Source: an optimization exercise on an open RTL-to-GDS flow (aim: small area and a short achievable clock period). Production flows keep margins and buffers that such runs may drop.
Function not checked in this run: the RTL went through the layout flow alone.

### design/flow/config.mk
export PLATFORM = sky130hd
export DESIGN_NAME = pe
export DESIGN_NICKNAME = pe
export VERILOG_FILES = /design/flow/design.v
export SDC_FILE = /design/flow/constraint.sdc
export NUM_CORES = 4
export LEC_CHECK = 0
export ABC_AREA = 1
export CAP_MARGIN = 20
export CORE_MARGIN = 2
export CORE_UTILIZATION = 40
export CTS_BUF_LIST = sky130_fd_sc_hd__clkbuf_8
export CTS_CLUSTER_SIZE = 30
export SETUP_SLACK_MARGIN = 3.9
export SLEW_MARGIN = 20
export SYNTH_HIERARCHICAL = 1
export TNS_END_PERCENT = 0
### design/flow/constraint.sdc
create_clock -name core_clock -period 9.0 [get_ports {clk}]
set_input_delay 1.8000 -clock core_clock [delete_from_list [all_inputs] [get_ports {clk}]]
set_output_delay 1.8000 -clock core_clock [all_outputs]
set_load 0.01 [all_outputs]
### design/flow/design.v
module pe (
    input wire clk,
    input wire rst,
    input wire [31:0] a,
    input wire [31:0] b,
    output wire [31:0] c
);
  reg [80:0] st;
  wire [32:0] bx = {b, 1'b0};
  wire [15:0] one, two, neg;
  genvar gi;
  generate
    for (gi = 0; gi < 16; gi = gi + 1) begin : enc
      assign one[gi] = bx[2*gi+1] ^ bx[2*gi];
      assign two[gi] = (bx[2*gi+2] & ~bx[2*gi+1] & ~bx[2*gi]) | (~bx[2*gi+2] & bx[2*gi+1] & bx[2*gi]);
      assign neg[gi] = bx[2*gi+2];
    end
  endgenerate
  wire [31:0] pp0;
  wire x0 = one[0] & a[0];
  wire e0 = neg[0] & ~x0;
  assign pp0[31:1] = ((a[31:1] & {31{one[0]}}) | (a[30:0] & {31{two[0]}})) ^ {31{neg[0]}};
  assign pp0[0] = x0;
  wire [29:0] pp1;
  wire x1 = one[1] & a[0];
  wire e1 = neg[1] & ~x1;
  assign pp1[29:1] = ((a[29:1] & {29{one[1]}}) | (a[28:0] & {29{two[1]}})) ^ {29{neg[1]}};
  assign pp1[0] = x1;
  wire [27:0] pp2;
  wire x2 = one[2] & a[0];
  wire e2 = neg[2] & ~x2;
  assign pp2[27:1] = ((a[27:1] & {27{one[2]}}) | (a[26:0] & {27{two[2]}})) ^ {27{neg[2]}};
  assign pp2[0] = x2;
  wire [25:0] pp3;
  wire x3 = one[3] & a[0];
  wire e3 = neg[3] & ~x3;
  assign pp3[25:1] = ((a[25:1] & {25{one[3]}}) | (a[24:0] & {25{two[3]}})) ^ {25{neg[3]}};
  assign pp3[0] = x3;
  wire [23:0] pp4;
  wire x4 = one[4] & a[0];
  wire e4 = neg[4] & ~x4;
  assign pp4[23:1] = ((a[23:1] & {23{one[4]}}) | (a[22:0] & {23{two[4]}})) ^ {23{neg[4]}};
  assign pp4[0] = x4;
  wire [21:0] pp5;
  wire x5 = one[5] & a[0];
  wire e5 = neg[5] & ~x5;
  assign pp5[21:1] = ((a[21:1] & {21{one[5]}}) | (a[20:0] & {21{two[5]}})) ^ {21{neg[5]}};
  assign pp5[0] = x5;
  wire [19:0] pp6;
  wire x6 = one[6] & a[0];
  wire e6 = neg[6] & ~x6;
  assign pp6[19:1] = ((a[19:1] & {19{one[6]}}) | (a[18:0] & {19{two[6]}})) ^ {19{neg[6]}};
  assign pp6[0] = x6;
  wire [17:0] pp7;
  wire x7 = one[7] & a[0];
  wire e7 = neg[7] & ~x7;
  assign pp7[17:1] = ((a[17:1] & {17{one[7]}}) | (a[16:0] & {17{two[7]}})) ^ {17{neg[7]}};
  assign pp7[0] = x7;
  wire [15:0] pp8;
  wire x8 = one[8] & a[0];
  wire e8 = neg[8] & ~x8;
  assign pp8[15:1] = ((a[15:1] & {15{one[8]}}) | (a[14:0] & {15{two[8]}})) ^ {15{neg[8]}};
  assign pp8[0] = x8;
  wire [13:0] pp9;
  wire x9 = one[9] & a[0];
  wire e9 = neg[9] & ~x9;
  assign pp9[13:1] = ((a[13:1] & {13{one[9]}}) | (a[12:0] & {13{two[9]}})) ^ {13{neg[9]}};
  assign pp9[0] = x9;
  wire [11:0] pp10;
  wire x10 = one[10] & a[0];
  wire e10 = neg[10] & ~x10;
  assign pp10[11:1] = ((a[11:1] & {11{one[10]}}) | (a[10:0] & {11{two[10]}})) ^ {11{neg[10]}};
  assign pp10[0] = x10;
  wire [9:0] pp11;
  wire x11 = one[11] & a[0];
  wire e11 = neg[11] & ~x11;
  assign pp11[9:1] = ((a[9:1] & {9{one[11]}}) | (a[8:0] & {9{two[11]}})) ^ {9{neg[11]}};
  assign pp11[0] = x11;
  wire [7:0] pp12;
  wire x12 = one[12] & a[0];
  wire e12 = neg[12] & ~x12;
  assign pp12[7:1] = ((a[7:1] & {7{one[12]}}) | (a[6:0] & {7{two[12]}})) ^ {7{neg[12]}};
  assign pp12[0] = x12;
  wire [5:0] pp13;
  wire x13 = one[13] & a[0];
  wire e13 = neg[13] & ~x13;
  assign pp13[5:1] = ((a[5:1] & {5{one[13]}}) | (a[4:0] & {5{two[13]}})) ^ {5{neg[13]}};
  assign pp13[0] = x13;
  wire [3:0] pp14;
  wire x14 = one[14] & a[0];
  wire e14 = neg[14] & ~x14;
  assign pp14[3:1] = ((a[3:1] & {3{one[14]}}) | (a[2:0] & {3{two[14]}})) ^ {3{neg[14]}};
  assign pp14[0] = x14;
  wire [1:0] pp15;
  wire x15 = one[15] & a[0];
  wire e15 = neg[15] & ~x15;
  assign pp15[1:1] = ((a[1:1] & {1{one[15]}}) | (a[0:0] & {1{two[15]}})) ^ {1{neg[15]}};
  assign pp15[0] = x15;
  wire s1, k2;
  ha u1 (.a(st[0]), .b(x0), .s(s1), .co(k2));
  wire s3, k4;
  fa u3 (.a(st[1]), .b(e0), .c(pp0[1]), .s(s3), .co(k4));
  wire s5, k6;
  ha u5 (.a(k2), .b(s3), .s(s5), .co(k6));
  wire s7, k8;
  fa u7 (.a(st[2]), .b(pp0[2]), .c(x1), .s(s7), .co(k8));
  wire s9, k10;
  fa u9 (.a(k4), .b(s7), .c(k6), .s(s9), .co(k10));
  wire s11, k12;
  fa u11 (.a(st[3]), .b(e1), .c(pp0[3]), .s(s11), .co(k12));
  wire s13, k14;
  fa u13 (.a(pp1[1]), .b(k8), .c(s11), .s(s13), .co(k14));
  wire s15, k16;
  ha u15 (.a(s13), .b(k10), .s(s15), .co(k16));
  wire s17, k18;
  fa u17 (.a(st[4]), .b(pp0[4]), .c(pp1[2]), .s(s17), .co(k18));
  wire s19, k20;
  fa u19 (.a(x2), .b(k12), .c(s17), .s(s19), .co(k20));
  wire s21, k22;
  fa u21 (.a(k14), .b(s19), .c(k16), .s(s21), .co(k22));
  wire s23, k24;
  fa u23 (.a(st[5]), .b(e2), .c(pp0[5]), .s(s23), .co(k24));
  wire s25, k26;
  fa u25 (.a(pp1[3]), .b(pp2[1]), .c(k18), .s(s25), .co(k26));
  wire s27, k28;
  fa u27 (.a(s23), .b(k20), .c(s25), .s(s27), .co(k28));
  wire s29, k30;
  ha u29 (.a(s27), .b(k22), .s(s29), .co(k30));
  wire s31, k32;
  fa u31 (.a(st[6]), .b(st[7]), .c(pp0[6]), .s(s31), .co(k32));
  wire s33, k34;
  fa u33 (.a(pp1[4]), .b(pp2[2]), .c(x3), .s(s33), .co(k34));
  wire s35, k36;
  fa u35 (.a(k24), .b(s31), .c(s33), .s(s35), .co(k36));
  wire s37, k38;
  fa u37 (.a(k26), .b(s35), .c(k28), .s(s37), .co(k38));
  wire s39, k40;
  fa u39 (.a(st[8]), .b(e3), .c(pp0[7]), .s(s39), .co(k40));
  wire s41, k42;
  fa u41 (.a(pp1[5]), .b(pp2[3]), .c(pp3[1]), .s(s41), .co(k42));
  wire s43, k44;
  fa u43 (.a(k32), .b(k34), .c(s39), .s(s43), .co(k44));
  wire s45, k46;
  fa u45 (.a(s41), .b(k36), .c(s43), .s(s45), .co(k46));
  wire s47, k48;
  ha u47 (.a(s45), .b(k38), .s(s47), .co(k48));
  wire s49, k50;
  fa u49 (.a(st[10]), .b(st[9]), .c(pp0[8]), .s(s49), .co(k50));
  wire s51, k52;
  fa u51 (.a(pp1[6]), .b(pp2[4]), .c(pp3[2]), .s(s51), .co(k52));
  wire s53, k54;
  fa u53 (.a(x4), .b(k40), .c(k42), .s(s53), .co(k54));
  wire s55, k56;
  fa u55 (.a(s49), .b(s51), .c(k44), .s(s55), .co(k56));
  wire s57, k58;
  fa u57 (.a(s53), .b(k46), .c(s55), .s(s57), .co(k58));
  wire s59, k60;
  fa u59 (.a(st[11]), .b(st[12]), .c(e4), .s(s59), .co(k60));
  wire s61, k62;
  fa u61 (.a(pp0[9]), .b(pp1[7]), .c(pp2[5]), .s(s61), .co(k62));
  wire s63, k64;
  fa u63 (.a(pp3[3]), .b(pp4[1]), .c(s59), .s(s63), .co(k64));
  wire s65, k66;
  fa u65 (.a(k50), .b(k52), .c(s61), .s(s65), .co(k66));
  wire s67, k68;
  fa u67 (.a(s63), .b(k54), .c(s65), .s(s67), .co(k68));
  wire s69, k70;
  ha u69 (.a(k56), .b(s67), .s(s69), .co(k70));
  wire s71, k72;
  fa u71 (.a(st[13]), .b(st[14]), .c(pp0[10]), .s(s71), .co(k72));
  wire s73, k74;
  fa u73 (.a(pp1[8]), .b(pp2[6]), .c(pp3[4]), .s(s73), .co(k74));
  wire s75, k76;
  fa u75 (.a(pp4[2]), .b(x5), .c(k60), .s(s75), .co(k76));
  wire s77, k78;
  fa u77 (.a(k62), .b(s71), .c(s73), .s(s77), .co(k78));
  wire s79, k80;
  fa u79 (.a(k64), .b(s75), .c(k66), .s(s79), .co(k80));
  wire s81, k82;
  fa u81 (.a(s77), .b(k68), .c(s79), .s(s81), .co(k82));
  wire s83, k84;
  fa u83 (.a(st[15]), .b(st[16]), .c(e5), .s(s83), .co(k84));
  wire s85, k86;
  fa u85 (.a(pp0[11]), .b(pp1[9]), .c(pp2[7]), .s(s85), .co(k86));
  wire s87, k88;
  fa u87 (.a(pp3[5]), .b(pp4[3]), .c(pp5[1]), .s(s87), .co(k88));
  wire s89, k90;
  fa u89 (.a(s83), .b(k72), .c(k74), .s(s89), .co(k90));
  wire s91, k92;
  fa u91 (.a(s85), .b(s87), .c(k76), .s(s91), .co(k92));
  wire s93, k94;
  fa u93 (.a(s89), .b(k78), .c(s91), .s(s93), .co(k94));
  wire s95, k96;
  ha u95 (.a(k80), .b(s93), .s(s95), .co(k96));
  wire s97, k98;
  fa u97 (.a(st[17]), .b(st[18]), .c(pp0[12]), .s(s97), .co(k98));
  wire s99, k100;
  fa u99 (.a(pp1[10]), .b(pp2[8]), .c(pp3[6]), .s(s99), .co(k100));
  wire s101, k102;
  fa u101 (.a(pp4[4]), .b(pp5[2]), .c(x6), .s(s101), .co(k102));
  wire s103, k104;
  fa u103 (.a(k84), .b(k86), .c(k88), .s(s103), .co(k104));
  wire s105, k106;
  fa u105 (.a(s97), .b(s101), .c(s99), .s(s105), .co(k106));
  wire s107, k108;
  fa u107 (.a(k90), .b(s103), .c(k92), .s(s107), .co(k108));
  wire s109, k110;
  fa u109 (.a(s105), .b(k94), .c(s107), .s(s109), .co(k110));
  wire s111, k112;
  fa u111 (.a(st[19]), .b(st[20]), .c(st[21]), .s(s111), .co(k112));
  wire s113, k114;
  fa u113 (.a(s111), .b(e6), .c(pp0[13]), .s(s113), .co(k114));
  wire s115, k116;
  fa u115 (.a(pp1[11]), .b(pp2[9]), .c(pp3[7]), .s(s115), .co(k116));
  wire s117, k118;
  fa u117 (.a(pp4[5]), .b(pp5[3]), .c(pp6[1]), .s(s117), .co(k118));
  wire s119, k120;
  fa u119 (.a(k98), .b(k100), .c(k102), .s(s119), .co(k120));
  wire s121, k122;
  fa u121 (.a(s113), .b(s115), .c(s117), .s(s121), .co(k122));
  wire s123, k124;
  fa u123 (.a(k104), .b(k106), .c(s119), .s(s123), .co(k124));
  wire s125, k126;
  ha u125 (.a(s121), .b(k108), .s(s125), .co(k126));
  wire s127, k128;
  fa u127 (.a(st[22]), .b(st[23]), .c(k112), .s(s127), .co(k128));
  wire s129, k130;
  fa u129 (.a(s127), .b(pp0[14]), .c(pp1[12]), .s(s129), .co(k130));
  wire s131, k132;
  fa u131 (.a(pp2[10]), .b(pp3[8]), .c(pp4[6]), .s(s131), .co(k132));
  wire s133, k134;
  fa u133 (.a(pp5[4]), .b(pp6[2]), .c(x7), .s(s133), .co(k134));
  wire s135, k136;
  fa u135 (.a(k114), .b(k116), .c(k118), .s(s135), .co(k136));
  wire s137, k138;
  fa u137 (.a(s129), .b(s131), .c(s133), .s(s137), .co(k138));
  wire s139, k140;
  fa u139 (.a(k120), .b(k122), .c(s135), .s(s139), .co(k140));
  wire s141, k142;
  fa u141 (.a(s137), .b(k124), .c(s139), .s(s141), .co(k142));
  wire s143, k144;
  fa u143 (.a(st[24]), .b(st[25]), .c(st[26]), .s(s143), .co(k144));
  wire s145, k146;
  fa u145 (.a(s143), .b(k128), .c(e7), .s(s145), .co(k146));
  wire s147, k148;
  fa u147 (.a(pp0[15]), .b(pp1[13]), .c(pp2[11]), .s(s147), .co(k148));
  wire s149, k150;
  fa u149 (.a(pp3[9]), .b(pp4[7]), .c(pp5[5]), .s(s149), .co(k150));
  wire s151, k152;
  fa u151 (.a(pp6[3]), .b(pp7[1]), .c(s145), .s(s151), .co(k152));
  wire s153, k154;
  fa u153 (.a(k130), .b(k132), .c(k134), .s(s153), .co(k154));
  wire s155, k156;
  fa u155 (.a(s147), .b(s149), .c(s151), .s(s155), .co(k156));
  wire s157, k158;
  fa u157 (.a(k136), .b(k138), .c(s153), .s(s157), .co(k158));
  wire s159, k160;
  ha u159 (.a(s155), .b(k140), .s(s159), .co(k160));
  wire s161, k162;
  fa u161 (.a(st[27]), .b(st[28]), .c(k144), .s(s161), .co(k162));
  wire s163, k164;
  fa u163 (.a(s161), .b(pp0[16]), .c(pp1[14]), .s(s163), .co(k164));
  wire s165, k166;
  fa u165 (.a(pp2[12]), .b(pp3[10]), .c(pp4[8]), .s(s165), .co(k166));
  wire s167, k168;
  fa u167 (.a(pp5[6]), .b(pp6[4]), .c(pp7[2]), .s(s167), .co(k168));
  wire s169, k170;
  fa u169 (.a(x8), .b(k146), .c(k148), .s(s169), .co(k170));
  wire s171, k172;
  fa u171 (.a(k150), .b(s163), .c(s165), .s(s171), .co(k172));
  wire s173, k174;
  fa u173 (.a(s167), .b(k152), .c(k154), .s(s173), .co(k174));
  wire s175, k176;
  fa u175 (.a(s169), .b(s171), .c(k156), .s(s175), .co(k176));
  wire s177, k178;
  fa u177 (.a(s173), .b(k158), .c(k160), .s(s177), .co(k178));
  wire s179, k180;
  fa u179 (.a(st[29]), .b(st[30]), .c(st[31]), .s(s179), .co(k180));
  wire s181, k182;
  fa u181 (.a(s179), .b(k162), .c(e8), .s(s181), .co(k182));
  wire s183, k184;
  fa u183 (.a(pp0[17]), .b(pp1[15]), .c(pp2[13]), .s(s183), .co(k184));
  wire s185, k186;
  fa u185 (.a(pp3[11]), .b(pp4[9]), .c(pp5[7]), .s(s185), .co(k186));
  wire s187, k188;
  fa u187 (.a(pp6[5]), .b(pp7[3]), .c(pp8[1]), .s(s187), .co(k188));
  wire s189, k190;
  fa u189 (.a(s181), .b(k164), .c(k166), .s(s189), .co(k190));
  wire s191, k192;
  fa u191 (.a(k168), .b(s183), .c(s185), .s(s191), .co(k192));
  wire s193, k194;
  fa u193 (.a(s187), .b(k170), .c(s189), .s(s193), .co(k194));
  wire s195, k196;
  fa u195 (.a(k172), .b(s191), .c(k174), .s(s195), .co(k196));
  wire s197, k198;
  ha u197 (.a(s193), .b(k176), .s(s197), .co(k198));
  wire s199, k200;
  fa u199 (.a(st[32]), .b(st[33]), .c(st[34]), .s(s199), .co(k200));
  wire s201, k202;
  fa u201 (.a(k180), .b(s199), .c(pp0[18]), .s(s201), .co(k202));
  wire s203, k204;
  fa u203 (.a(pp1[16]), .b(pp2[14]), .c(pp3[12]), .s(s203), .co(k204));
  wire s205, k206;
  fa u205 (.a(pp4[10]), .b(pp5[8]), .c(pp6[6]), .s(s205), .co(k206));
  wire s207, k208;
  fa u207 (.a(pp7[4]), .b(pp8[2]), .c(x9), .s(s207), .co(k208));
  wire s209, k210;
  fa u209 (.a(k182), .b(k184), .c(k186), .s(s209), .co(k210));
  wire s211, k212;
  fa u211 (.a(k188), .b(s201), .c(s203), .s(s211), .co(k212));
  wire s213, k214;
  fa u213 (.a(s205), .b(s207), .c(k190), .s(s213), .co(k214));
  wire s215, k216;
  fa u215 (.a(k192), .b(s209), .c(s211), .s(s215), .co(k216));
  wire s217, k218;
  fa u217 (.a(k194), .b(s213), .c(s215), .s(s217), .co(k218));
  wire s219, k220;
  fa u219 (.a(st[35]), .b(st[36]), .c(st[37]), .s(s219), .co(k220));
  wire s221, k222;
  fa u221 (.a(k200), .b(s219), .c(e9), .s(s221), .co(k222));
  wire s223, k224;
  fa u223 (.a(pp0[19]), .b(pp1[17]), .c(pp2[15]), .s(s223), .co(k224));
  wire s225, k226;
  fa u225 (.a(pp3[13]), .b(pp4[11]), .c(pp5[9]), .s(s225), .co(k226));
  wire s227, k228;
  fa u227 (.a(pp6[7]), .b(pp7[5]), .c(pp8[3]), .s(s227), .co(k228));
  wire s229, k230;
  fa u229 (.a(pp9[1]), .b(s221), .c(k202), .s(s229), .co(k230));
  wire s231, k232;
  fa u231 (.a(k204), .b(k206), .c(k208), .s(s231), .co(k232));
  wire s233, k234;
  fa u233 (.a(s223), .b(s225), .c(s227), .s(s233), .co(k234));
  wire s235, k236;
  fa u235 (.a(k210), .b(s229), .c(k212), .s(s235), .co(k236));
  wire s237, k238;
  fa u237 (.a(s231), .b(s233), .c(k214), .s(s237), .co(k238));
  wire s239, k240;
  ha u239 (.a(k216), .b(s235), .s(s239), .co(k240));
  wire s241, k242;
  fa u241 (.a(st[38]), .b(st[39]), .c(st[40]), .s(s241), .co(k242));
  wire s243, k244;
  fa u243 (.a(k220), .b(s241), .c(pp0[20]), .s(s243), .co(k244));
  wire s245, k246;
  fa u245 (.a(pp1[18]), .b(pp2[16]), .c(pp3[14]), .s(s245), .co(k246));
  wire s247, k248;
  fa u247 (.a(pp4[12]), .b(pp5[10]), .c(pp6[8]), .s(s247), .co(k248));
  wire s249, k250;
  fa u249 (.a(pp7[6]), .b(pp8[4]), .c(pp9[2]), .s(s249), .co(k250));
  wire s251, k252;
  fa u251 (.a(x10), .b(k222), .c(k224), .s(s251), .co(k252));
  wire s253, k254;
  fa u253 (.a(k226), .b(k228), .c(s243), .s(s253), .co(k254));
  wire s255, k256;
  fa u255 (.a(s245), .b(s247), .c(s249), .s(s255), .co(k256));
  wire s257, k258;
  fa u257 (.a(k230), .b(k232), .c(s251), .s(s257), .co(k258));
  wire s259, k260;
  fa u259 (.a(s253), .b(k234), .c(s255), .s(s259), .co(k260));
  wire s261, k262;
  fa u261 (.a(k236), .b(s257), .c(s259), .s(s261), .co(k262));
  wire s263, k264;
  fa u263 (.a(st[41]), .b(st[42]), .c(st[43]), .s(s263), .co(k264));
  wire s265, k266;
  fa u265 (.a(k242), .b(s263), .c(e10), .s(s265), .co(k266));
  wire s267, k268;
  fa u267 (.a(pp0[21]), .b(pp10[1]), .c(pp1[19]), .s(s267), .co(k268));
  wire s269, k270;
  fa u269 (.a(pp2[17]), .b(pp3[15]), .c(pp4[13]), .s(s269), .co(k270));
  wire s271, k272;
  fa u271 (.a(pp5[11]), .b(pp6[9]), .c(pp7[7]), .s(s271), .co(k272));
  wire s273, k274;
  fa u273 (.a(pp8[5]), .b(pp9[3]), .c(s265), .s(s273), .co(k274));
  wire s275, k276;
  fa u275 (.a(k244), .b(k246), .c(k248), .s(s275), .co(k276));
  wire s277, k278;
  fa u277 (.a(k250), .b(s267), .c(s269), .s(s277), .co(k278));
  wire s279, k280;
  fa u279 (.a(s271), .b(s273), .c(k252), .s(s279), .co(k280));
  wire s281, k282;
  fa u281 (.a(k254), .b(s275), .c(k256), .s(s281), .co(k282));
  wire s283, k284;
  fa u283 (.a(s277), .b(k258), .c(s279), .s(s283), .co(k284));
  wire s285, k286;
  ha u285 (.a(k260), .b(s281), .s(s285), .co(k286));
  wire s287, k288;
  fa u287 (.a(st[44]), .b(st[45]), .c(st[46]), .s(s287), .co(k288));
  wire s289, k290;
  fa u289 (.a(st[47]), .b(k264), .c(s287), .s(s289), .co(k290));
  wire s291, k292;
  fa u291 (.a(s289), .b(pp0[22]), .c(pp10[2]), .s(s291), .co(k292));
  wire s293, k294;
  fa u293 (.a(pp1[20]), .b(pp2[18]), .c(pp3[16]), .s(s293), .co(k294));
  wire s295, k296;
  fa u295 (.a(pp4[14]), .b(pp5[12]), .c(pp6[10]), .s(s295), .co(k296));
  wire s297, k298;
  fa u297 (.a(pp7[8]), .b(pp8[6]), .c(pp9[4]), .s(s297), .co(k298));
  wire s299, k300;
  fa u299 (.a(x11), .b(k266), .c(k268), .s(s299), .co(k300));
  wire s301, k302;
  fa u301 (.a(k270), .b(k272), .c(s291), .s(s301), .co(k302));
  wire s303, k304;
  fa u303 (.a(s293), .b(s295), .c(s297), .s(s303), .co(k304));
  wire s305, k306;
  fa u305 (.a(k274), .b(k276), .c(s299), .s(s305), .co(k306));
  wire s307, k308;
  fa u307 (.a(k278), .b(s301), .c(s303), .s(s307), .co(k308));
  wire s309, k310;
  fa u309 (.a(k280), .b(k282), .c(s305), .s(s309), .co(k310));
  wire s311, k312;
  fa u311 (.a(st[48]), .b(st[49]), .c(st[50]), .s(s311), .co(k312));
  wire s313, k314;
  fa u313 (.a(k288), .b(s311), .c(k290), .s(s313), .co(k314));
  wire s315, k316;
  fa u315 (.a(s313), .b(e11), .c(pp0[23]), .s(s315), .co(k316));
  wire s317, k318;
  fa u317 (.a(pp10[3]), .b(pp11[1]), .c(pp1[21]), .s(s317), .co(k318));
  wire s319, k320;
  fa u319 (.a(pp2[19]), .b(pp3[17]), .c(pp4[15]), .s(s319), .co(k320));
  wire s321, k322;
  fa u321 (.a(pp5[13]), .b(pp6[11]), .c(pp7[9]), .s(s321), .co(k322));
  wire s323, k324;
  fa u323 (.a(pp8[7]), .b(pp9[5]), .c(k292), .s(s323), .co(k324));
  wire s325, k326;
  fa u325 (.a(k294), .b(k296), .c(k298), .s(s325), .co(k326));
  wire s327, k328;
  fa u327 (.a(s315), .b(s317), .c(s319), .s(s327), .co(k328));
  wire s329, k330;
  fa u329 (.a(s321), .b(k300), .c(k302), .s(s329), .co(k330));
  wire s331, k332;
  fa u331 (.a(s323), .b(s325), .c(k304), .s(s331), .co(k332));
  wire s333, k334;
  fa u333 (.a(s327), .b(k306), .c(s329), .s(s333), .co(k334));
  wire s335, k336;
  ha u335 (.a(k308), .b(s331), .s(s335), .co(k336));
  wire s337, k338;
  fa u337 (.a(st[51]), .b(st[52]), .c(st[53]), .s(s337), .co(k338));
  wire s339, k340;
  fa u339 (.a(st[54]), .b(k312), .c(s337), .s(s339), .co(k340));
  wire s341, k342;
  fa u341 (.a(s339), .b(k314), .c(pp0[24]), .s(s341), .co(k342));
  wire s343, k344;
  fa u343 (.a(pp10[4]), .b(pp11[2]), .c(pp1[22]), .s(s343), .co(k344));
  wire s345, k346;
  fa u345 (.a(pp2[20]), .b(pp3[18]), .c(pp4[16]), .s(s345), .co(k346));
  wire s347, k348;
  fa u347 (.a(pp5[14]), .b(pp6[12]), .c(pp7[10]), .s(s347), .co(k348));
  wire s349, k350;
  fa u349 (.a(pp8[8]), .b(pp9[6]), .c(x12), .s(s349), .co(k350));
  wire s351, k352;
  fa u351 (.a(k316), .b(k318), .c(k320), .s(s351), .co(k352));
  wire s353, k354;
  fa u353 (.a(k322), .b(s341), .c(s343), .s(s353), .co(k354));
  wire s355, k356;
  fa u355 (.a(s345), .b(s347), .c(s349), .s(s355), .co(k356));
  wire s357, k358;
  fa u357 (.a(k324), .b(k326), .c(k328), .s(s357), .co(k358));
  wire s359, k360;
  fa u359 (.a(s351), .b(s353), .c(s355), .s(s359), .co(k360));
  wire s361, k362;
  fa u361 (.a(k330), .b(k332), .c(s357), .s(s361), .co(k362));
  wire s363, k364;
  fa u363 (.a(st[55]), .b(st[56]), .c(st[57]), .s(s363), .co(k364));
  wire s365, k366;
  fa u365 (.a(k338), .b(s363), .c(k340), .s(s365), .co(k366));
  wire s367, k368;
  fa u367 (.a(s365), .b(e12), .c(pp0[25]), .s(s367), .co(k368));
  wire s369, k370;
  fa u369 (.a(pp10[5]), .b(pp11[3]), .c(pp12[1]), .s(s369), .co(k370));
  wire s371, k372;
  fa u371 (.a(pp1[23]), .b(pp2[21]), .c(pp3[19]), .s(s371), .co(k372));
  wire s373, k374;
  fa u373 (.a(pp4[17]), .b(pp5[15]), .c(pp6[13]), .s(s373), .co(k374));
  wire s375, k376;
  fa u375 (.a(pp7[11]), .b(pp8[9]), .c(pp9[7]), .s(s375), .co(k376));
  wire s377, k378;
  fa u377 (.a(k342), .b(k344), .c(k346), .s(s377), .co(k378));
  wire s379, k380;
  fa u379 (.a(k348), .b(k350), .c(s367), .s(s379), .co(k380));
  wire s381, k382;
  fa u381 (.a(s369), .b(s371), .c(s373), .s(s381), .co(k382));
  wire s383, k384;
  fa u383 (.a(s375), .b(k352), .c(k354), .s(s383), .co(k384));
  wire s385, k386;
  fa u385 (.a(s377), .b(s379), .c(k356), .s(s385), .co(k386));
  wire s387, k388;
  fa u387 (.a(s381), .b(k358), .c(s383), .s(s387), .co(k388));
  wire s389, k390;
  ha u389 (.a(k360), .b(s385), .s(s389), .co(k390));
  wire s391, k392;
  fa u391 (.a(st[58]), .b(st[59]), .c(st[60]), .s(s391), .co(k392));
  wire s393, k394;
  fa u393 (.a(st[61]), .b(k364), .c(s391), .s(s393), .co(k394));
  wire s395, k396;
  fa u395 (.a(s393), .b(k366), .c(pp0[26]), .s(s395), .co(k396));
  wire s397, k398;
  fa u397 (.a(pp10[6]), .b(pp11[4]), .c(pp12[2]), .s(s397), .co(k398));
  wire s399, k400;
  fa u399 (.a(pp1[24]), .b(pp2[22]), .c(pp3[20]), .s(s399), .co(k400));
  wire s401, k402;
  fa u401 (.a(pp4[18]), .b(pp5[16]), .c(pp6[14]), .s(s401), .co(k402));
  wire s403, k404;
  fa u403 (.a(pp7[12]), .b(pp8[10]), .c(pp9[8]), .s(s403), .co(k404));
  wire s405, k406;
  fa u405 (.a(x13), .b(k368), .c(k370), .s(s405), .co(k406));
  wire s407, k408;
  fa u407 (.a(k372), .b(k374), .c(k376), .s(s407), .co(k408));
  wire s409, k410;
  fa u409 (.a(s395), .b(s397), .c(s399), .s(s409), .co(k410));
  wire s411, k412;
  fa u411 (.a(s401), .b(s403), .c(k378), .s(s411), .co(k412));
  wire s413, k414;
  fa u413 (.a(k380), .b(s405), .c(s407), .s(s413), .co(k414));
  wire s415, k416;
  fa u415 (.a(k382), .b(s409), .c(k384), .s(s415), .co(k416));
  wire s417, k418;
  fa u417 (.a(s411), .b(k386), .c(s413), .s(s417), .co(k418));
  wire s419, k420;
  fa u419 (.a(st[62]), .b(st[63]), .c(st[64]), .s(s419), .co(k420));
  wire s421, k422;
  fa u421 (.a(k392), .b(s419), .c(k394), .s(s421), .co(k422));
  wire s423, k424;
  fa u423 (.a(s421), .b(e13), .c(pp0[27]), .s(s423), .co(k424));
  wire s425, k426;
  fa u425 (.a(pp10[7]), .b(pp11[5]), .c(pp12[3]), .s(s425), .co(k426));
  wire s427, k428;
  fa u427 (.a(pp13[1]), .b(pp1[25]), .c(pp2[23]), .s(s427), .co(k428));
  wire s429, k430;
  fa u429 (.a(pp3[21]), .b(pp4[19]), .c(pp5[17]), .s(s429), .co(k430));
  wire s431, k432;
  fa u431 (.a(pp6[15]), .b(pp7[13]), .c(pp8[11]), .s(s431), .co(k432));
  wire s433, k434;
  fa u433 (.a(pp9[9]), .b(k396), .c(k398), .s(s433), .co(k434));
  wire s435, k436;
  fa u435 (.a(k400), .b(k402), .c(k404), .s(s435), .co(k436));
  wire s437, k438;
  fa u437 (.a(s423), .b(s425), .c(s427), .s(s437), .co(k438));
  wire s439, k440;
  fa u439 (.a(s429), .b(s431), .c(k406), .s(s439), .co(k440));
  wire s441, k442;
  fa u441 (.a(k408), .b(s433), .c(k410), .s(s441), .co(k442));
  wire s443, k444;
  fa u443 (.a(s435), .b(s437), .c(k412), .s(s443), .co(k444));
  wire s445, k446;
  fa u445 (.a(s439), .b(k414), .c(s441), .s(s445), .co(k446));
  wire s447, k448;
  ha u447 (.a(k416), .b(s443), .s(s447), .co(k448));
  wire s449, k450;
  fa u449 (.a(st[65]), .b(st[66]), .c(st[67]), .s(s449), .co(k450));
  wire s451, k452;
  fa u451 (.a(st[68]), .b(st[69]), .c(k420), .s(s451), .co(k452));
  wire s453, k454;
  fa u453 (.a(s449), .b(s451), .c(k422), .s(s453), .co(k454));
  wire s455, k456;
  fa u455 (.a(s453), .b(pp0[28]), .c(pp10[8]), .s(s455), .co(k456));
  wire s457, k458;
  fa u457 (.a(pp11[6]), .b(pp12[4]), .c(pp13[2]), .s(s457), .co(k458));
  wire s459, k460;
  fa u459 (.a(pp1[26]), .b(pp2[24]), .c(pp3[22]), .s(s459), .co(k460));
  wire s461, k462;
  fa u461 (.a(pp4[20]), .b(pp5[18]), .c(pp6[16]), .s(s461), .co(k462));
  wire s463, k464;
  fa u463 (.a(pp7[14]), .b(pp8[12]), .c(pp9[10]), .s(s463), .co(k464));
  wire s465, k466;
  fa u465 (.a(x14), .b(k424), .c(k426), .s(s465), .co(k466));
  wire s467, k468;
  fa u467 (.a(k428), .b(k430), .c(k432), .s(s467), .co(k468));
  wire s469, k470;
  fa u469 (.a(s455), .b(s457), .c(s459), .s(s469), .co(k470));
  wire s471, k472;
  fa u471 (.a(s461), .b(s463), .c(k434), .s(s471), .co(k472));
  wire s473, k474;
  fa u473 (.a(k436), .b(s465), .c(k438), .s(s473), .co(k474));
  wire s475, k476;
  fa u475 (.a(s467), .b(s469), .c(k440), .s(s475), .co(k476));
  wire s477, k478;
  fa u477 (.a(s471), .b(k442), .c(s473), .s(s477), .co(k478));
  wire s479, k480;
  fa u479 (.a(st[70]), .b(st[71]), .c(st[72]), .s(s479), .co(k480));
  wire s481, k482;
  fa u481 (.a(k450), .b(s479), .c(k452), .s(s481), .co(k482));
  wire s483, k484;
  fa u483 (.a(s481), .b(k454), .c(e14), .s(s483), .co(k484));
  wire s485, k486;
  fa u485 (.a(pp0[29]), .b(pp10[9]), .c(pp11[7]), .s(s485), .co(k486));
  wire s487, k488;
  fa u487 (.a(pp12[5]), .b(pp13[3]), .c(pp14[1]), .s(s487), .co(k488));
  wire s489, k490;
  fa u489 (.a(pp1[27]), .b(pp2[25]), .c(pp3[23]), .s(s489), .co(k490));
  wire s491, k492;
  fa u491 (.a(pp4[21]), .b(pp5[19]), .c(pp6[17]), .s(s491), .co(k492));
  wire s493, k494;
  fa u493 (.a(pp7[15]), .b(pp8[13]), .c(pp9[11]), .s(s493), .co(k494));
  wire s495, k496;
  fa u495 (.a(s483), .b(k456), .c(k458), .s(s495), .co(k496));
  wire s497, k498;
  fa u497 (.a(k460), .b(k462), .c(k464), .s(s497), .co(k498));
  wire s499, k500;
  fa u499 (.a(s485), .b(s487), .c(s489), .s(s499), .co(k500));
  wire s501, k502;
  fa u501 (.a(s491), .b(s493), .c(k466), .s(s501), .co(k502));
  wire s503, k504;
  fa u503 (.a(k468), .b(s495), .c(k470), .s(s503), .co(k504));
  wire s505, k506;
  fa u505 (.a(s497), .b(s499), .c(k472), .s(s505), .co(k506));
  wire s507, k508;
  fa u507 (.a(s501), .b(k474), .c(s503), .s(s507), .co(k508));
  wire s509, k510;
  ha u509 (.a(k476), .b(s505), .s(s509), .co(k510));
  wire s511, k512;
  fa u511 (.a(st[73]), .b(st[74]), .c(st[75]), .s(s511), .co(k512));
  wire s513, k514;
  fa u513 (.a(st[76]), .b(k480), .c(s511), .s(s513), .co(k514));
  wire s515, k516;
  fa u515 (.a(s513), .b(k482), .c(pp0[30]), .s(s515), .co(k516));
  wire s517, k518;
  fa u517 (.a(pp10[10]), .b(pp11[8]), .c(pp12[6]), .s(s517), .co(k518));
  wire s519, k520;
  fa u519 (.a(pp13[4]), .b(pp14[2]), .c(pp1[28]), .s(s519), .co(k520));
  wire s521, k522;
  fa u521 (.a(pp2[26]), .b(pp3[24]), .c(pp4[22]), .s(s521), .co(k522));
  wire s523, k524;
  fa u523 (.a(pp5[20]), .b(pp6[18]), .c(pp7[16]), .s(s523), .co(k524));
  wire s525, k526;
  fa u525 (.a(pp8[14]), .b(pp9[12]), .c(x15), .s(s525), .co(k526));
  wire s527, k528;
  fa u527 (.a(k484), .b(k486), .c(k488), .s(s527), .co(k528));
  wire s529, k530;
  fa u529 (.a(k490), .b(k492), .c(k494), .s(s529), .co(k530));
  wire s531, k532;
  fa u531 (.a(s515), .b(s517), .c(s519), .s(s531), .co(k532));
  wire s533, k534;
  fa u533 (.a(s521), .b(s523), .c(s525), .s(s533), .co(k534));
  wire s535, k536;
  fa u535 (.a(k496), .b(k498), .c(s527), .s(s535), .co(k536));
  wire s537, k538;
  fa u537 (.a(s529), .b(k500), .c(s531), .s(s537), .co(k538));
  wire s539, k540;
  fa u539 (.a(s533), .b(k502), .c(k504), .s(s539), .co(k540));
  wire s541, k542;
  fa u541 (.a(s535), .b(s537), .c(k506), .s(s541), .co(k542));
  wire s543, k544;
  fa u543 (.a(st[77]), .b(st[78]), .c(st[79]), .s(s543), .co(k544));
  wire s545, k546;
  fa u545 (.a(st[80]), .b(k512), .c(s543), .s(s545), .co(k546));
  wire s547, k548;
  fa u547 (.a(k514), .b(s545), .c(e15), .s(s547), .co(k548));
  wire s549, k550;
  fa u549 (.a(pp0[31]), .b(pp10[11]), .c(pp11[9]), .s(s549), .co(k550));
  wire s551, k552;
  fa u551 (.a(pp12[7]), .b(pp13[5]), .c(pp14[3]), .s(s551), .co(k552));
  wire s553, k554;
  fa u553 (.a(pp15[1]), .b(pp1[29]), .c(pp2[27]), .s(s553), .co(k554));
  wire s555, k556;
  fa u555 (.a(pp3[25]), .b(pp4[23]), .c(pp5[21]), .s(s555), .co(k556));
  wire s557, k558;
  fa u557 (.a(pp6[19]), .b(pp7[17]), .c(pp8[15]), .s(s557), .co(k558));
  wire s559, k560;
  fa u559 (.a(pp9[13]), .b(s547), .c(k516), .s(s559), .co(k560));
  wire s561, k562;
  fa u561 (.a(k518), .b(k520), .c(k522), .s(s561), .co(k562));
  wire s563, k564;
  fa u563 (.a(k524), .b(k526), .c(s549), .s(s563), .co(k564));
  wire s565, k566;
  fa u565 (.a(s551), .b(s553), .c(s555), .s(s565), .co(k566));
  wire s567, k568;
  fa u567 (.a(s557), .b(k528), .c(k530), .s(s567), .co(k568));
  wire s569, k570;
  fa u569 (.a(s559), .b(k532), .c(s561), .s(s569), .co(k570));
  wire s571, k572;
  fa u571 (.a(k534), .b(s563), .c(s565), .s(s571), .co(k572));
  wire s573, k574;
  fa u573 (.a(k536), .b(s567), .c(k538), .s(s573), .co(k574));
  wire s575, k576;
  ha u575 (.a(s569), .b(s571), .s(s575), .co(k576));
  wire [80:0] nx;
  assign nx[0] = s1;
  assign nx[1] = s5;
  assign nx[2] = s9;
  assign nx[3] = s15;
  assign nx[4] = s21;
  assign nx[5] = s29;
  assign nx[6] = s37;
  assign nx[7] = k30;
  assign nx[8] = s47;
  assign nx[9] = s57;
  assign nx[10] = k48;
  assign nx[11] = k58;
  assign nx[12] = s69;
  assign nx[13] = k70;
  assign nx[14] = s81;
  assign nx[15] = k82;
  assign nx[16] = s95;
  assign nx[17] = k96;
  assign nx[18] = s109;
  assign nx[19] = s123;
  assign nx[20] = s125;
  assign nx[21] = k110;
  assign nx[22] = k126;
  assign nx[23] = s141;
  assign nx[24] = s157;
  assign nx[25] = s159;
  assign nx[26] = k142;
  assign nx[27] = s175;
  assign nx[28] = s177;
  assign nx[29] = s195;
  assign nx[30] = s197;
  assign nx[31] = k178;
  assign nx[32] = k196;
  assign nx[33] = k198;
  assign nx[34] = s217;
  assign nx[35] = s237;
  assign nx[36] = s239;
  assign nx[37] = k218;
  assign nx[38] = k238;
  assign nx[39] = k240;
  assign nx[40] = s261;
  assign nx[41] = s285;
  assign nx[42] = s283;
  assign nx[43] = k262;
  assign nx[44] = s307;
  assign nx[45] = k286;
  assign nx[46] = k284;
  assign nx[47] = s309;
  assign nx[48] = k310;
  assign nx[49] = s335;
  assign nx[50] = s333;
  assign nx[51] = s359;
  assign nx[52] = k336;
  assign nx[53] = k334;
  assign nx[54] = s361;
  assign nx[55] = s389;
  assign nx[56] = k362;
  assign nx[57] = s387;
  assign nx[58] = k390;
  assign nx[59] = s415;
  assign nx[60] = k388;
  assign nx[61] = s417;
  assign nx[62] = k418;
  assign nx[63] = s445;
  assign nx[64] = s447;
  assign nx[65] = k444;
  assign nx[66] = s475;
  assign nx[67] = k446;
  assign nx[68] = s477;
  assign nx[69] = k448;
  assign nx[70] = k478;
  assign nx[71] = s507;
  assign nx[72] = s509;
  assign nx[73] = k508;
  assign nx[74] = s539;
  assign nx[75] = k510;
  assign nx[76] = s541;
  assign nx[77] = k540;
  assign nx[78] = s575;
  assign nx[79] = s573;
  assign nx[80] = k542;
  always @(posedge clk or posedge rst) begin
    if (rst)
      st <= 81'd0;
    else
      st <= nx;
  end
  assign c[0] = st[0];
  assign c[1] = st[1];
  assign c[2] = st[2];
  assign c[3] = st[3];
  assign c[4] = st[4];
  assign c[5] = st[5];
  wire s100001, k100002;
  fa u100001 (.a(st[19]), .b(st[20]), .c(st[21]), .s(s100001), .co(k100002));
  wire s100003, k100004;
  fa u100003 (.a(st[22]), .b(st[23]), .c(k100002), .s(s100003), .co(k100004));
  wire s100005, k100006;
  fa u100005 (.a(st[24]), .b(st[25]), .c(st[26]), .s(s100005), .co(k100006));
  wire s100007, k100008;
  fa u100007 (.a(st[27]), .b(st[28]), .c(k100006), .s(s100007), .co(k100008));
  wire s100009, k100010;
  fa u100009 (.a(st[29]), .b(st[30]), .c(st[31]), .s(s100009), .co(k100010));
  wire s100011, k100012;
  fa u100011 (.a(st[32]), .b(st[33]), .c(st[34]), .s(s100011), .co(k100012));
  wire s100013, k100014;
  fa u100013 (.a(st[35]), .b(st[36]), .c(st[37]), .s(s100013), .co(k100014));
  wire s100015, k100016;
  fa u100015 (.a(st[38]), .b(st[39]), .c(st[40]), .s(s100015), .co(k100016));
  wire s100017, k100018;
  fa u100017 (.a(st[41]), .b(st[42]), .c(st[43]), .s(s100017), .co(k100018));
  wire s100019, k100020;
  fa u100019 (.a(st[44]), .b(st[45]), .c(st[46]), .s(s100019), .co(k100020));
  wire s100021, k100022;
  fa u100021 (.a(st[47]), .b(k100018), .c(s100019), .s(s100021), .co(k100022));
  wire s100023, k100024;
  fa u100023 (.a(st[48]), .b(st[49]), .c(st[50]), .s(s100023), .co(k100024));
  wire s100025, k100026;
  fa u100025 (.a(k100020), .b(s100023), .c(k100022), .s(s100025), .co(k100026));
  wire s100027, k100028;
  fa u100027 (.a(st[51]), .b(st[52]), .c(st[53]), .s(s100027), .co(k100028));
  wire s100029, k100030;
  fa u100029 (.a(st[54]), .b(k100024), .c(s100027), .s(s100029), .co(k100030));
  wire s100031, k100032;
  fa u100031 (.a(st[55]), .b(st[56]), .c(st[57]), .s(s100031), .co(k100032));
  wire s100033, k100034;
  fa u100033 (.a(k100028), .b(s100031), .c(k100030), .s(s100033), .co(k100034));
  wire s100035, k100036;
  fa u100035 (.a(st[58]), .b(st[59]), .c(st[60]), .s(s100035), .co(k100036));
  wire s100037, k100038;
  fa u100037 (.a(st[61]), .b(k100032), .c(s100035), .s(s100037), .co(k100038));
  wire s100039, k100040;
  fa u100039 (.a(st[62]), .b(st[63]), .c(st[64]), .s(s100039), .co(k100040));
  wire s100041, k100042;
  fa u100041 (.a(k100036), .b(s100039), .c(k100038), .s(s100041), .co(k100042));
  wire s100043, k100044;
  fa u100043 (.a(st[65]), .b(st[66]), .c(st[67]), .s(s100043), .co(k100044));
  wire s100045, k100046;
  fa u100045 (.a(st[68]), .b(st[69]), .c(k100040), .s(s100045), .co(k100046));
  wire s100047, k100048;
  fa u100047 (.a(s100043), .b(s100045), .c(k100042), .s(s100047), .co(k100048));
  wire s100049, k100050;
  fa u100049 (.a(st[70]), .b(st[71]), .c(st[72]), .s(s100049), .co(k100050));
  wire s100051, k100052;
  fa u100051 (.a(k100044), .b(s100049), .c(k100046), .s(s100051), .co(k100052));
  wire s100053, k100054;
  fa u100053 (.a(st[73]), .b(st[74]), .c(st[75]), .s(s100053), .co(k100054));
  wire s100055, k100056;
  fa u100055 (.a(st[76]), .b(k100050), .c(s100053), .s(s100055), .co(k100056));
  wire s100057, k100058;
  fa u100057 (.a(st[77]), .b(st[78]), .c(st[79]), .s(s100057), .co(k100058));
  wire s100059, k100060;
  fa u100059 (.a(st[80]), .b(k100054), .c(s100057), .s(s100059), .co(k100060));
  wire [25:0] ax = {k100056, s100055, s100051, s100047, s100041, s100037, s100033, s100029, s100025, s100021, k100016, k100014, k100012, k100010, s100009, s100007, s100005, s100003, s100001, st[17], st[15], st[13], st[11], st[10], st[8], st[6]};
  wire [25:0] bxx = {s100059, k100052, k100048, 1'b0, 1'b0, k100034, 1'b0, k100026, 1'b0, 1'b0, s100017, s100015, s100013, s100011, k100008, 1'b0, k100004, 1'b0, 1'b0, st[18], st[16], st[14], st[12], st[9], 1'b0, st[7]};
  wire [25:0] p0 = ax ^ bxx;
  wire [25:0] g0 = ax & bxx;
  wire bg1 = g0[1] | (p0[1] & g0[0]);
  wire bg2 = g0[3] | (p0[3] & g0[2]);
  wire bp2 = p0[3] & p0[2];
  wire bg3 = g0[5] | (p0[5] & g0[4]);
  wire bp3 = p0[5] & p0[4];
  wire bg4 = g0[7] | (p0[7] & g0[6]);
  wire bp4 = p0[7] & p0[6];
  wire bg5 = g0[9] | (p0[9] & g0[8]);
  wire bp5 = p0[9] & p0[8];
  wire bg6 = g0[11] | (p0[11] & g0[10]);
  wire bp6 = p0[11] & p0[10];
  wire bg7 = g0[13] | (p0[13] & g0[12]);
  wire bp7 = p0[13] & p0[12];
  wire bg8 = g0[15] | (p0[15] & g0[14]);
  wire bp8 = p0[15] & p0[14];
  wire bg9 = g0[17] | (p0[17] & g0[16]);
  wire bp9 = p0[17] & p0[16];
  wire bg10 = g0[19] | (p0[19] & g0[18]);
  wire bp10 = p0[19] & p0[18];
  wire bg11 = g0[21] | (p0[21] & g0[20]);
  wire bp11 = p0[21] & p0[20];
  wire bg12 = g0[23] | (p0[23] & g0[22]);
  wire bp12 = p0[23] & p0[22];
  wire bg13 = g0[25] | (p0[25] & g0[24]);
  wire bp13 = p0[25] & p0[24];
  wire bg14 = bg2 | (bp2 & bg1);
  wire bg15 = bg4 | (bp4 & bg3);
  wire bp15 = bp4 & bp3;
  wire bg16 = bg6 | (bp6 & bg5);
  wire bp16 = bp6 & bp5;
  wire bg17 = bg8 | (bp8 & bg7);
  wire bp17 = bp8 & bp7;
  wire bg18 = bg10 | (bp10 & bg9);
  wire bp18 = bp10 & bp9;
  wire bg19 = bg12 | (bp12 & bg11);
  wire bp19 = bp12 & bp11;
  wire bg20 = bg15 | (bp15 & bg14);
  wire bg21 = bg17 | (bp17 & bg16);
  wire bp21 = bp17 & bp16;
  wire bg22 = bg19 | (bp19 & bg18);
  wire bp22 = bp19 & bp18;
  wire bg23 = bg21 | (bp21 & bg20);
  wire bg24 = bg22 | (bp22 & bg23);
  wire bg25 = bg16 | (bp16 & bg20);
  wire bg26 = bg18 | (bp18 & bg23);
  wire bg27 = bg3 | (bp3 & bg14);
  wire bg28 = bg5 | (bp5 & bg20);
  wire bg29 = bg7 | (bp7 & bg25);
  wire bg30 = bg9 | (bp9 & bg23);
  wire bg31 = bg11 | (bp11 & bg26);
  wire bg32 = bg13 | (bp13 & bg24);
  wire bg33 = g0[2] | (p0[2] & bg1);
  wire bg34 = g0[4] | (p0[4] & bg14);
  wire bg35 = g0[6] | (p0[6] & bg27);
  wire bg36 = g0[8] | (p0[8] & bg20);
  wire bg37 = g0[10] | (p0[10] & bg28);
  wire bg38 = g0[12] | (p0[12] & bg25);
  wire bg39 = g0[14] | (p0[14] & bg29);
  wire bg40 = g0[16] | (p0[16] & bg23);
  wire bg41 = g0[18] | (p0[18] & bg30);
  wire bg42 = g0[20] | (p0[20] & bg26);
  wire bg43 = g0[22] | (p0[22] & bg31);
  wire bg44 = g0[24] | (p0[24] & bg24);
  assign c[6] = p0[0];
  assign c[7] = p0[1] ^ g0[0];
  assign c[8] = p0[2] ^ bg1;
  assign c[9] = p0[3] ^ bg33;
  assign c[10] = p0[4] ^ bg14;
  assign c[11] = p0[5] ^ bg34;
  assign c[12] = p0[6] ^ bg27;
  assign c[13] = p0[7] ^ bg35;
  assign c[14] = p0[8] ^ bg20;
  assign c[15] = p0[9] ^ bg36;
  assign c[16] = p0[10] ^ bg28;
  assign c[17] = p0[11] ^ bg37;
  assign c[18] = p0[12] ^ bg25;
  assign c[19] = p0[13] ^ bg38;
  assign c[20] = p0[14] ^ bg29;
  assign c[21] = p0[15] ^ bg39;
  assign c[22] = p0[16] ^ bg23;
  assign c[23] = p0[17] ^ bg40;
  assign c[24] = p0[18] ^ bg30;
  assign c[25] = p0[19] ^ bg41;
  assign c[26] = p0[20] ^ bg26;
  assign c[27] = p0[21] ^ bg42;
  assign c[28] = p0[22] ^ bg31;
  assign c[29] = p0[23] ^ bg43;
  assign c[30] = p0[24] ^ bg24;
  assign c[31] = p0[25] ^ bg44;
endmodule
module fa (
    input wire a,
    input wire b,
    input wire c,
    output wire s,
    output wire co
);
  assign s = a ^ b ^ c;
  assign co = (a & b) | (a & c) | (b & c);
endmodule
module ha (
    input wire a,
    input wire b,
    output wire s,
    output wire co
);
  assign s = a ^ b;
  assign co = a & b;
endmodule
### design/flow/flow/run.sh
#!/bin/bash
set -euo pipefail
export BUFFER_PORTS_ARGS="-buffer_cell sky130_fd_sc_hd__buf_2"
bash standard.sh > standard.log 2>&1
### design/flow/standard.sh
#!/bin/bash
# synth_recipe.tcl (not shown) runs the flow's synth.tcl, then flattens the netlist and writes it again
# the make line also repeats each setting of config.mk as NAME=value (left out here)
make -C /OpenROAD-flow-scripts/flow DESIGN_CONFIG=/design/flow/config.mk WORK_HOME=/design/flow/orfs CLKGATE_MAP_FILE= SYNTH_SCRIPT=/design/flow/synth_recipe.tcl "${@:-finish}"
==> out/qor.csv <==
stage,metric,value,unit
outcome,status,no timing/DRC/antenna violations,
synthesis,adder and majority cell fraction of the synthesized area,0.460,
synthesis,Synth Area in XOR/XNOR,0.163,
worst_setup_path,most used cell along the critical path,fa_1,
worst_setup_path,Worst R2R Path Depth,10,
clock_tree,clock latency (worst-skew pair),0.40,ns
worst_setup_path,crit path kind,in2reg,
grt,routing usage on met2,0.353,
routing,vias per cell,5.95,
cells_and_area,nets,1744,
grt,GR peak layer,met2,
place,RePlAce Congestion,0.894,
clock_tree,clk buf depth,2,
job,Max Cap Viol,0,
die,Die Width,194,um
worst_setup_path,R2R Path End,st[79],
routing,drt drc,0,
place,detailed placement HPWL,31700,um
timing,hold slack,0.514,ns
synthesis,"Avg Cell Area, Syn",10.9,um^2
grt,met1 usage,0.340,
timing,final hold vios,0,
cells_and_area,final antenna diode count,0,
place,pre-CTS WS,2.77,ns
routing,Routed WL,45100,um
clock_tree,Worst-path clk slew,0.09,ns
place,Placed Cells,1769,
die,die area,0.0376,mm^2
die,Core ar.,0.0356,mm^2
synthesis,Synth Area in Simple Gates,0.0353,
worst_setup_path,critical path peak fanout,33,
clock_tree,H-tree Lvls,3,
routing,DR pass1 iterations,8,
routing,initial DRC count,1108,
worst_setup_path,startpoint types,primary input,
cells_and_area,flip-flop count of the largest register after layout,81,
synthesis,main combinational cell family by area after synthesis,adder cells,
die,die height,194,um
synthesis,mux cell area share after synthesis,0,
clock_tree,CTS tree,yes,
die,Cell Rows,69,
timing,Worst Slack Setup Final,3.71,ns
cells_and_area,synth-to-layout area growth,6.52,%
synthesis,cell count after synthesis,1321,
synthesis,YS warnings,7,
synthesis,"Distinct cells, synth",29,
timing,crit path time final,5.29,ns
worst_setup_path,register-to-register setup slack,4.56,ns
worst_setup_path,Crit-path slowest cell,fa_1,
timing,Fmax,189,MHz
die,Starting Density,0.406,
grt,All-Layer GR Usage,0.244,
timing,Final Max Tran Viols,0,
routing,vias post-DR,10699,
clock_tree,root buffer cell,clkbuf_8,
grt,largest net degree at the start of global routing,47,
grt,grt ovf,0,
die,Ports,98,
grt,initial antenna violation count,0,
grt,first-pass GRT wire length,69700,um
cells_and_area,share of cells above drive strength 1,0.150,
worst_setup_path,Critical Path RT,9.28,ns
cells_and_area,Finished Core Util,0.433,
cells_and_area,Final Non-Filler Cells,1798,
clock_tree,hold_buf cts,0,
min_path,hold_sp,st[0],
timing,Setup TNS,0,ns
grt,grt met3 use,0.0878,
synthesis,Synth Net Count,1733,
synthesis,compound-cell area share of the yosys netlist,0.133,
timing,setup repair after global routing missed its margin,true,
timing,final setup fails,0,
timing,Max-Slew Margin vs Limit,0.253,
worst_setup_path,"Cell Chain, Critical Path",buf_4 -> nor2_2 -> inv_1 -> nand2_2 -> o22ai_1 -> xor2_1 -> fa_1 -> fa_1 -> fa_1 -> fa_1,
cells_and_area,most flop-heavy register,st,
timing,Tcrit/Tclk final,0.587,
min_path,worst hold endpoint,st[0],
place,Port Buffers,97,
routing,DR WL/cell,25.1,um
worst_setup_path,max incr delay on CP,0.58,ns
timing,Layout Skew,0.0204,ns
cells_and_area,biggest regs,st x81,
synthesis,post-synthesis sequential area ratio,0.140,
synthesis,area of the mapped netlist,0.0144,mm^2
min_path,min-delay worst type,reg2reg,
clock_tree,CTS Sinks,81,
worst_setup_path,Critical Path AT,5.56,ns
grt,vias in the first global route,11456,
worst_setup_path,RR Startpoint,st[60],
synthesis,#FFs+latches synth,81,
worst_setup_path,crit end category,register,
clock_tree,CTS buffer count,9,
min_path,hold path depth,1,
timing,measured slew at the worst slew-check pin,1.11,ns
routing,Detail Route Antenna Nets,0,
==> routing by layer <==
layer | share of wire | vias up
met5 | 0 | -
met4 | 0.030 | 0
met3 | 0.13 | 93
met2 | 0.44 | 714
met1 | 0.41 | 5508
li1 | - | 4384
==> logic make-up after synthesis <==
kind of cell | count (synthesis)
AO/OA/AOI/OAI | 293
XOR/XNOR | 269
adder cells (fa/ha/maj) | 346
buffers and inverters | 206
flip-flops | 81
AND/OR/NAND/NOR | 126
==> layout make-up <==
cell class,count,area (um^2)
clock buffers,9,124
clock inverters,7,41.3
fillers,3363,20200
inverters,82,309
multi-input cells,1036,11600
flip-flops and latches,81,2030
well taps,461,577
repair buffers,122,721
==> per-module statistics from Yosys, one instance, submodules excluded <==
module  cells inside  flip-flops and latches
fa                 1                       0
ha                 1                       0
pe              1003                      81
==> per-stage QoR <==
stage,area (um^2)
CTS,15200
global route,15400
floorplan,14400
detailed placement,14900
global placement,14900
finish,15400
==> worst max-delay path, delay by kind of cell <==
family / cells / cell delay [ns]
fa+ha+maj: 4 / 1.97
buf+inv: 2 / 0.61
simple gates: 2 / 0.56
compound gates: 1 / 0.35
xor+xnor: 1 / 0.22
==> cell usage after synthesis, drive strengths merged <==
cell	number	area share
fa	309	0.43
xor2	265	0.16
o22ai	254	0.12
buf	96	0.039
dfrtp	81	0.14
inv	75	0.019
nand2	65	0.018
nor2	53	0.015
ha	37	0.032
clkbuf	28	0.0073
a21oi	18	0.0099
o21ai	18	0.0062
clkinv	7	0.0018
nand3	4	0.0014
xnor2	4	0.0024
o21bai	2	0.0010
or2	2	0.00087
a21o	1	0.00052
nand4	1	0.00043
nor2b	1	0.00043
==> cells in the final DEF, fill, tap and decap left out, drive strengths merged <==
master | synthesis | routed
a21o | 1 | 1
a21oi | 18 | 20
buf | 96 | 120
clkbuf | 28 | 11
clkinv | 7 | 11
clkinvlp | 0 | 1
dfrtp | 81 | 81
fa | 309 | 309
ha | 37 | 37
inv | 75 | 77
nand2 | 65 | 65
nand3 | 4 | 4
nand4 | 1 | 1
nor2 | 53 | 53
nor2b | 1 | 1
o21ai | 18 | 18
o21bai | 2 | 2
o22ai | 254 | 254
or2 | 2 | 2
xnor2 | 4 | 4
xor2 | 265 | 265
==> worst max path at each step <==
| stage | startpoint | endpoint | slack [ns] | depth (start not counted) |
|---|---|---|---|---|
| after floorplan | st[58] | c[31] | 3.99 | 11 |
| after global placement | b[0] | st[76] | 2.22 | 10 |
| after detailed placement | b[7] | st[18] | 2.77 | 11 |
| after CTS | st[60] | c[30] | 3.67 | 11 |
| after global routing | st[60] | c[31] | 3.61 | 12 |
| final | b[5] | st[40] | 3.71 | 10 |
==> what timing repair did <==
item	CTS	global route
setup endpoints to repair	88	72
gates resized for setup	25	11
pin swaps	6	6
gates cloned	1	1
setup buffers	5	5

## separate check: timing with driven ports
The flow's constraints put no driver on any port. The routed layout listed below was extracted and timed again, unchanged, in two steps. Step 1 assumes that a clkbuf_16 drives the clock port and a buf_2 every other input. Step 2 adds t to the input delays and takes it off the output delays; t is the mean of the earliest and latest rising clock arrival at the registers after step 1. Input paths then give back, and output paths get back, about the clock's delay inside the block. a / b / c = ideal ports / drivers / drivers and shift; a / b = the first two.
shift t [ns]: 0.432
setup slack, ns: 3.715 / 3.673 / 3.303
worst hold slack (ns): 0.514 / 0.514 / 0.514
slew at the worst register clock pin (ns): 0.10 / 0.10
After both steps setup and hold are still met in this run. The setup slack of this run moves by -0.042 ns with the drivers and by -0.412 ns with both steps.
